From an optimization exercise on the open Yosys and OpenROAD flow, aimed at small area, a short achievable clock period and few clock cycles; shortcuts taken in it are not production practice. Where RTL was checked, it was by simulation tests only, not by an equivalence proof against the original. Power is estimated from default activity; no workload was simulated.

// simple_cpu
module simple_cpu
#(parameter DATA_WIDTH = 32)(
  input clk,
  input rstn,
  output [DATA_WIDTH-1:0] imem_addr,
  input  [DATA_WIDTH-1:0] imem_rdata,
  output [DATA_WIDTH-1:0] dmem_addr,
  output [DATA_WIDTH-1:0] dmem_wdata,
  output [3:0]            dmem_wstrb,
  output                  dmem_re,
  input  [DATA_WIDTH-1:0] dmem_rdata
);
==> flow/config.mk <==
export PLATFORM = sky130hd
export DESIGN_NAME = simple_cpu
export DESIGN_NICKNAME = simple_cpu
export VERILOG_FILES = /design/flow/design.v
export SDC_FILE = /design/flow/constraint.sdc
export NUM_CORES = 8
export LEC_CHECK = 0
export CAP_MARGIN = 20
export CORE_MARGIN = 2
export CORE_UTILIZATION = 40
export SETUP_SLACK_MARGIN = 5
export SLEW_MARGIN = 20
==> flow/constraint.sdc <==
create_clock -name core_clock -period 10.0 [get_ports {clk}]
set_input_delay 2.0000 -clock core_clock [delete_from_list [all_inputs] [get_ports {clk}]]
set_output_delay 2.0000 -clock core_clock [all_outputs]
set_load 0.01 [all_outputs]
standard.sh (not shown) runs the stock make flow with config.mk's settings and CLKGATE_MAP_FILE= SYNTH_SCRIPT=/design/flow/synth_recipe.tcl, a recipe that flattens the netlist after the stock synthesis.
==> flow/flow/run.sh <==
#!/bin/bash
# Own layout flow: the standard flow (standard.sh) with two changes:
# the ports are buffered with buf_2 cells instead of the slow delay cell that
# buffer_ports picks by default, and CTS inserts no dummy loads and builds the tree from clkbuf_8 cells, up to 12 sinks per leaf.
set -euo pipefail
export BUFFER_PORTS_ARGS="-buffer_cell sky130_fd_sc_hd__buf_2"
export CTS_ARGS="-sink_clustering_enable -repair_clock_nets -dont_use_dummy_load -sink_clustering_size 12 -sink_clustering_max_diameter 60 -buf_list sky130_fd_sc_hd__clkbuf_8"
bash standard.sh > standard_flow.log 2>&1
Testbench counts at the start, summed over its fixed seeds: cycles 1,992,704.
Edit:
--- a/flow/config.mk
+++ b/flow/config.mk
@@ -9,4 +9,4 @@
 export CORE_MARGIN = 2
 export CORE_UTILIZATION = 40
-export SETUP_SLACK_MARGIN = 5
+export SETUP_SLACK_MARGIN = 4.6
 export SLEW_MARGIN = 20
Effect:
- The changed run finished with timing, DRC and antenna clean
- design area is lower by a few percent
- sequential share of layout area grows by 2.4 points
- routed wire length went down by a few percent
- count of clock-buffer cells in the layout fell by 9
- critical path depth is lower by 4
Edit:
==> flow/flow/run.sh (replaced) <==
#!/bin/bash
# Own layout flow: the standard flow (standard.sh) with two changes:
# the ports are buffered with buf_2 cells instead of the slow delay cell that
# buffer_ports picks by default, and CTS inserts no dummy loads.
set -euo pipefail
export BUFFER_PORTS_ARGS="-buffer_cell sky130_fd_sc_hd__buf_2"
export CTS_ARGS="-sink_clustering_enable -repair_clock_nets -dont_use_dummy_load"
bash standard.sh > standard_flow.log 2>&1
--- a/flow/config.mk
+++ b/flow/config.mk
@@ -6,7 +6,8 @@
 export NUM_CORES = 8
 export LEC_CHECK = 0
+export ABC_AREA = 1
 export CAP_MARGIN = 20
 export CORE_MARGIN = 2
 export CORE_UTILIZATION = 40
-export SETUP_SLACK_MARGIN = 4.6
+export SETUP_SLACK_MARGIN = 5
 export SLEW_MARGIN = 20
Outcome: Cell area rises by roughly a tenth; setup slack gets better by 0.38 ns; clock power rises by well over a third; total power rises by about a fifth.
Edit:
==> flow/flow/run.sh (replaced) <==
#!/bin/bash
# Own layout flow: the standard flow (standard.sh) with two changes:
# the ports are buffered with buf_2 cells instead of the slow delay cell that
# buffer_ports picks by default, and CTS inserts no dummy loads and builds the tree from clkbuf_8 cells, up to 12 sinks per leaf.
set -euo pipefail
export BUFFER_PORTS_ARGS="-buffer_cell sky130_fd_sc_hd__buf_2"
export CTS_ARGS="-sink_clustering_enable -repair_clock_nets -dont_use_dummy_load -sink_clustering_size 12 -sink_clustering_max_diameter 60 -buf_list sky130_fd_sc_hd__clkbuf_8"
bash standard.sh > standard_flow.log 2>&1
--- a/flow/config.mk
+++ b/flow/config.mk
@@ -6,8 +6,8 @@
 export NUM_CORES = 8
 export LEC_CHECK = 0
-export ABC_AREA = 1
 export CAP_MARGIN = 20
 export CORE_MARGIN = 2
 export CORE_UTILIZATION = 40
+export PLACE_DENSITY = 0.65
 export SETUP_SLACK_MARGIN = 5
 export SLEW_MARGIN = 20
The changed run finished clean. Register-to-register slack degrades by 0.07 ns. Setup slack gains 0.017 ns. Total power came out lower by roughly a tenth. Count of clock-buffer cells in the layout goes down by 5. Synthesized cell count falls by a quarter to a third. First-iteration DRC count grows by a quarter to a third.
Edit:
==> flow/flow/run.sh (replaced) <==
#!/bin/bash
# Own layout flow: the standard flow (standard.sh) with two changes:
# the ports are buffered with buf_2 cells instead of the slow delay cell that
# buffer_ports picks by default, and CTS inserts no dummy loads and clusters up to 20 sinks per leaf buffer.
set -euo pipefail
export BUFFER_PORTS_ARGS="-buffer_cell sky130_fd_sc_hd__buf_2"
export CTS_ARGS="-sink_clustering_enable -repair_clock_nets -dont_use_dummy_load -sink_clustering_size 20 -sink_clustering_max_diameter 60"
bash standard.sh > standard_flow.log 2>&1
--- a/flow/config.mk
+++ b/flow/config.mk
@@ -9,5 +9,4 @@
 export CORE_MARGIN = 2
 export CORE_UTILIZATION = 40
-export PLACE_DENSITY = 0.65
 export SETUP_SLACK_MARGIN = 5
 export SLEW_MARGIN = 20
=> The changed run ran to the end with no violations. Global-route usage stays flat. Core utilization rose by 0.57 points. Synthesized cell count stays the same. Total power rose by 6.7%. Maximum frequency fell by about 2.5%. Register-to-register slack improved by 0.12 ns. First-iteration DRC count fell by 14%. Routed wire length rose by 0.44%. Combinational power stays flat. Final area rose by 1.2%. Worst setup slack got worse by 0.13 ns.

========
## main
The RTL this note starts from:
==> flow/design.v <==
module register_file (
  input         clk,
  input  [4:0]  raddr1,
  input  [4:0]  raddr2,
  input  [4:0]  waddr,
  input  [31:0] wdata,
  input         wen,
  output [31:0] rdata1,
  output [31:0] rdata2
);
  reg [31:0] regs [1:31];
  always @(posedge clk) begin
    if (wen) regs[waddr] <= wdata;
  end
  assign rdata1 = (raddr1 == 5'd0) ? 32'd0 : regs[raddr1];
  assign rdata2 = (raddr2 == 5'd0) ? 32'd0 : regs[raddr2];
endmodule
module simple_cpu
#(parameter DATA_WIDTH = 32)(
  input clk,
  input rstn,
  output [DATA_WIDTH-1:0] imem_addr,
  input  [DATA_WIDTH-1:0] imem_rdata,
  output [DATA_WIDTH-1:0] dmem_addr,
  output [DATA_WIDTH-1:0] dmem_wdata,
  output [3:0]            dmem_wstrb,
  output                  dmem_re,
  input  [DATA_WIDTH-1:0] dmem_rdata
);
wire [31:0] f_inst = imem_rdata;
wire [6:0]  f_op   = f_inst[6:0];
wire [4:0]  f_rd   = f_inst[11:7];
wire [4:0]  f_rs1  = f_inst[19:15];
wire [4:0]  f_rs2  = f_inst[24:20];
wire f_is_op     = (f_op == 7'b0110011);
wire f_is_opimm  = (f_op == 7'b0010011);
wire f_is_load   = (f_op == 7'b0000011);
wire f_is_store  = (f_op == 7'b0100011);
wire f_is_branch = (f_op == 7'b1100011);
wire f_is_jalr   = (f_op == 7'b1100111);
wire f_is_jal    = (f_op == 7'b1101111);
wire f_is_lui    = (f_op == 7'b0110111);
wire f_is_auipc  = (f_op == 7'b0010111);
wire f_wr = (f_is_op | f_is_opimm | f_is_load | f_is_jalr | f_is_jal | f_is_lui | f_is_auipc)
            & (f_rd != 5'd0);
reg [31:0] f_imm;
always @(*) begin
  if (f_is_store)
    f_imm = {{20{f_inst[31]}}, f_inst[31:25], f_inst[11:7]};
  else if (f_is_branch)
    f_imm = {{20{f_inst[31]}}, f_inst[7], f_inst[30:25], f_inst[11:8], 1'b0};
  else if (f_is_jal)
    f_imm = {{12{f_inst[31]}}, f_inst[19:12], f_inst[20], f_inst[30:21], 1'b0};
  else if (f_is_lui | f_is_auipc)
    f_imm = {f_inst[31:12], 12'b0};
  else
    f_imm = {{20{f_inst[31]}}, f_inst[31:20]};
end
reg [31:0] pc;           
reg [31:0] imm;
reg [31:0] rv1, rv2;
reg [4:0]  rd;
reg [2:0]  funct3;
reg        f7b5;
reg        is_op, is_opimm, is_load, is_store, is_branch, is_jalr, is_jal, is_lui, is_auipc;
reg        wr;           
wire [31:0] wb_data;
wire [31:0] next_pc;
wire [31:0] rf_rd1, rf_rd2;
register_file m_rf (
  .clk(clk),
  .raddr1(f_rs1), .raddr2(f_rs2),
  .waddr(rd), .wdata(wb_data), .wen(wr),
  .rdata1(rf_rd1), .rdata2(rf_rd2)
);
wire [31:0] f_rv1 = (wr && rd == f_rs1) ? wb_data : rf_rd1;
wire [31:0] f_rv2 = (wr && rd == f_rs2) ? wb_data : rf_rd2;
always @(posedge clk) begin
  if (!rstn) begin
    pc        <= 32'hFFFF_FFFC;
    is_op     <= 1'b0;
    is_opimm  <= 1'b0;
    is_load   <= 1'b0;
    is_store  <= 1'b0;
    is_branch <= 1'b0;
    is_jalr   <= 1'b0;
    is_jal    <= 1'b0;
    is_lui    <= 1'b0;
    is_auipc  <= 1'b0;
    wr        <= 1'b0;
  end else begin
    pc        <= next_pc;
    is_op     <= f_is_op;
    is_opimm  <= f_is_opimm;
    is_load   <= f_is_load;
    is_store  <= f_is_store;
    is_branch <= f_is_branch;
    is_jalr   <= f_is_jalr;
    is_jal    <= f_is_jal;
    is_lui    <= f_is_lui;
    is_auipc  <= f_is_auipc;
    wr        <= f_wr;
  end
  imm    <= f_imm;
  rd     <= f_rd;
  funct3 <= f_inst[14:12];
  f7b5   <= f_inst[30];
  rv1    <= f_rv1;
  rv2    <= f_rv2;
end
assign imem_addr = next_pc;
wire [31:0] pc_plus4 = pc + 32'd4;
wire [31:0] pc_imm   = pc + imm;          
wire [31:0] agu      = rv1 + imm;         
wire        br_eq  = (rv1 == rv2);
wire [32:0] br_sub = {1'b0, rv1} - {1'b0, rv2};
wire        br_ltu = br_sub[32];
wire        br_lt  = (rv1[31] ^ rv2[31]) ? rv1[31] : br_sub[32];
reg br_cond;
always @(*) begin
  case (funct3)
    3'b000:  br_cond = br_eq;
    3'b001:  br_cond = !br_eq;
    3'b100:  br_cond = br_lt;
    3'b101:  br_cond = !br_lt;
    3'b110:  br_cond = br_ltu;
    3'b111:  br_cond = !br_ltu;
    default: br_cond = 1'b0;
  endcase
end
wire take_imm = is_jal | (is_branch & br_cond);
assign next_pc = is_jalr ? agu : (take_imm ? pc_imm : pc_plus4);
wire [31:0] op_b = is_op ? rv2 : imm;
wire        sub     = is_op & f7b5;
wire [31:0] sum     = rv1 + (sub ? ~op_b : op_b) + {31'd0, sub};
wire [32:0] cmp     = {1'b0, rv1} - {1'b0, op_b};
wire        lt_u    = cmp[32];
wire        lt_s    = (rv1[31] ^ op_b[31]) ? rv1[31] : cmp[32];
wire [4:0]  shamt   = op_b[4:0];
wire [31:0] sra_out = $signed(rv1) >>> shamt;
reg [31:0] alu_out;
always @(*) begin
  if (is_op & f7b5 & (funct3 != 3'b000) & (funct3 != 3'b101)) alu_out = 32'd0;
  else begin
    case (funct3)
      3'b000: alu_out = sum;
      3'b001: alu_out = rv1 << shamt;
      3'b010: alu_out = {31'd0, lt_s};
      3'b011: alu_out = {31'd0, lt_u};
      3'b100: alu_out = rv1 ^ op_b;
      3'b101: alu_out = f7b5 ? sra_out : (rv1 >> shamt);
      3'b110: alu_out = rv1 | op_b;
      default: alu_out = rv1 & op_b;
    endcase
  end
end
assign dmem_addr = agu;
assign dmem_re   = is_load;
reg [31:0] st_data;
reg [3:0]  st_strb;
always @(*) begin
  st_data = rv2;
  st_strb = 4'b0000;
  case (funct3[1:0])
    2'b00: begin st_data = {4{rv2[7:0]}};  st_strb = 4'b0001 << agu[1:0]; end
    2'b01: begin st_data = {2{rv2[15:0]}}; st_strb = agu[1] ? 4'b1100 : 4'b0011; end
    2'b10: begin st_data = rv2;            st_strb = 4'b1111; end
    default: ;
  endcase
end
assign dmem_wdata = st_data;
assign dmem_wstrb = is_store ? st_strb : 4'b0000;
wire [7:0]  ld_byte = agu[1] ? (agu[0] ? dmem_rdata[31:24] : dmem_rdata[23:16])
                             : (agu[0] ? dmem_rdata[15:8]  : dmem_rdata[7:0]);
wire [15:0] ld_half = agu[1] ? dmem_rdata[31:16] : dmem_rdata[15:0];
reg  [31:0] ld_data;
always @(*) begin
  case (funct3[1:0])
    2'b00:   ld_data = {{24{ld_byte[7]  & ~funct3[2]}}, ld_byte};
    2'b01:   ld_data = {{16{ld_half[15] & ~funct3[2]}}, ld_half};
    2'b10:   ld_data = dmem_rdata;
    default: ld_data = 32'd0;
  endcase
end
assign wb_data = is_load             ? ld_data  :
                 (is_jal | is_jalr)  ? pc_plus4 :
                 is_lui              ? imm      :
                 is_auipc            ? pc_imm   : alu_out;
endmodule
export LEC_CHECK = 0
export CAP_MARGIN = 20
export CORE_MARGIN = 2
export CORE_UTILIZATION = 40
export SETUP_SLACK_MARGIN = 5
export SLEW_MARGIN = 20
create_clock -name core_clock -period 10.0 [get_ports {clk}]
run.sh (not shown) runs the stock make flow with config.mk's settings and CLKGATE_MAP_FILE= SYNTH_SCRIPT=/design/flow/synth_recipe.tcl, a recipe that flattens the netlist after the stock synthesis.
Stock flow here: none of the scripts above is used.
The following lists how the feature branch was set up differently from main:
# main
export LEC_CHECK = 0
export CAP_MARGIN = 20
export CORE_MARGIN = 2
export CORE_UTILIZATION = 40
export SETUP_SLACK_MARGIN = 5
export SLEW_MARGIN = 20
create_clock -name core_clock -period 10.0 [get_ports {clk}]
# the feature branch
export LEC_CHECK = 0
export CAP_MARGIN = 20
export CORE_MARGIN = 2
export CORE_UTILIZATION = 40
export SETUP_SLACK_MARGIN = 3
export SLEW_MARGIN = 20
create_clock -name core_clock -period 10.0 [get_ports {clk}]
### Flow results
- Largest net degree at the start of global routing down 47 in the feature branch wrt main
- When the final numbers for the feature branch and main were put side by side, the normalized max-slew margin turned out to be smaller in the feature branch.
- Compared with main, post-route cell area in the feature branch decreased by a few percent.
- The relative contribution of the clock network to total power in the feature branch was higher than what main gave.
- From the feature branch to main, total die area did not move at all.
- The feature branch vs main — first-pass GRT wire length dropped slightly
- Between the feature branch and main, post-route worst setup slack is lower for the feature branch, main comes in above that.
- The feature branch ended with less final cell count than main.
No run of this note included a check of the RTL's function; only the layout flow was run.

port drivers added, routing unchanged:
How much do the figures lean on ideal ports? The routed layouts below were timed once more, with nothing changed but the port constraints. Step 1 (the two cells are an assumption about what drives the block):
set clk [get_ports {clk}]
set_driving_cell -lib_cell sky130_fd_sc_hd__clkbuf_16 $clk
set_driving_cell -lib_cell sky130_fd_sc_hd__buf_2 [delete_from_list [all_inputs] $clk]
Step 2, shift: input delay + t, output delay - t, t = (earliest + latest rising clock arrival at the registers) / 2. This alone moves slack from input paths to output paths. a / b / c = ideal / step 1 / step 2; a / b = the first two.
run	t (ns)	setup WS [ns]	slew at the worst register clock pin (ns)
the first run of note 1	0.964	4.744 / 4.780 / 3.815	0.09 / 0.09
the second run of note 1	0.958	4.377 / 4.445 / 3.486	0.09 / 0.09
the third run of note 1	0.845	4.757 / 4.570 / 3.726	0.06 / 0.06
the fourth run of note 1	0.952	4.775 / 4.792 / 3.851	0.09 / 0.09
the fifth run of note 1	0.797	4.643 / 4.599 / 3.801	0.08 / 0.08
main	0.823	3.789 / 3.712 / 4.228	0.07 / 0.07
the feature branch	0.833	2.981 / 2.905 / 3.281	0.08 / 0.08
After both steps every run listed still meets setup and hold. The setup slack of the third run of note 1, which loses most, moves by -0.187 ns with the drivers and by -1.031 ns with both steps.
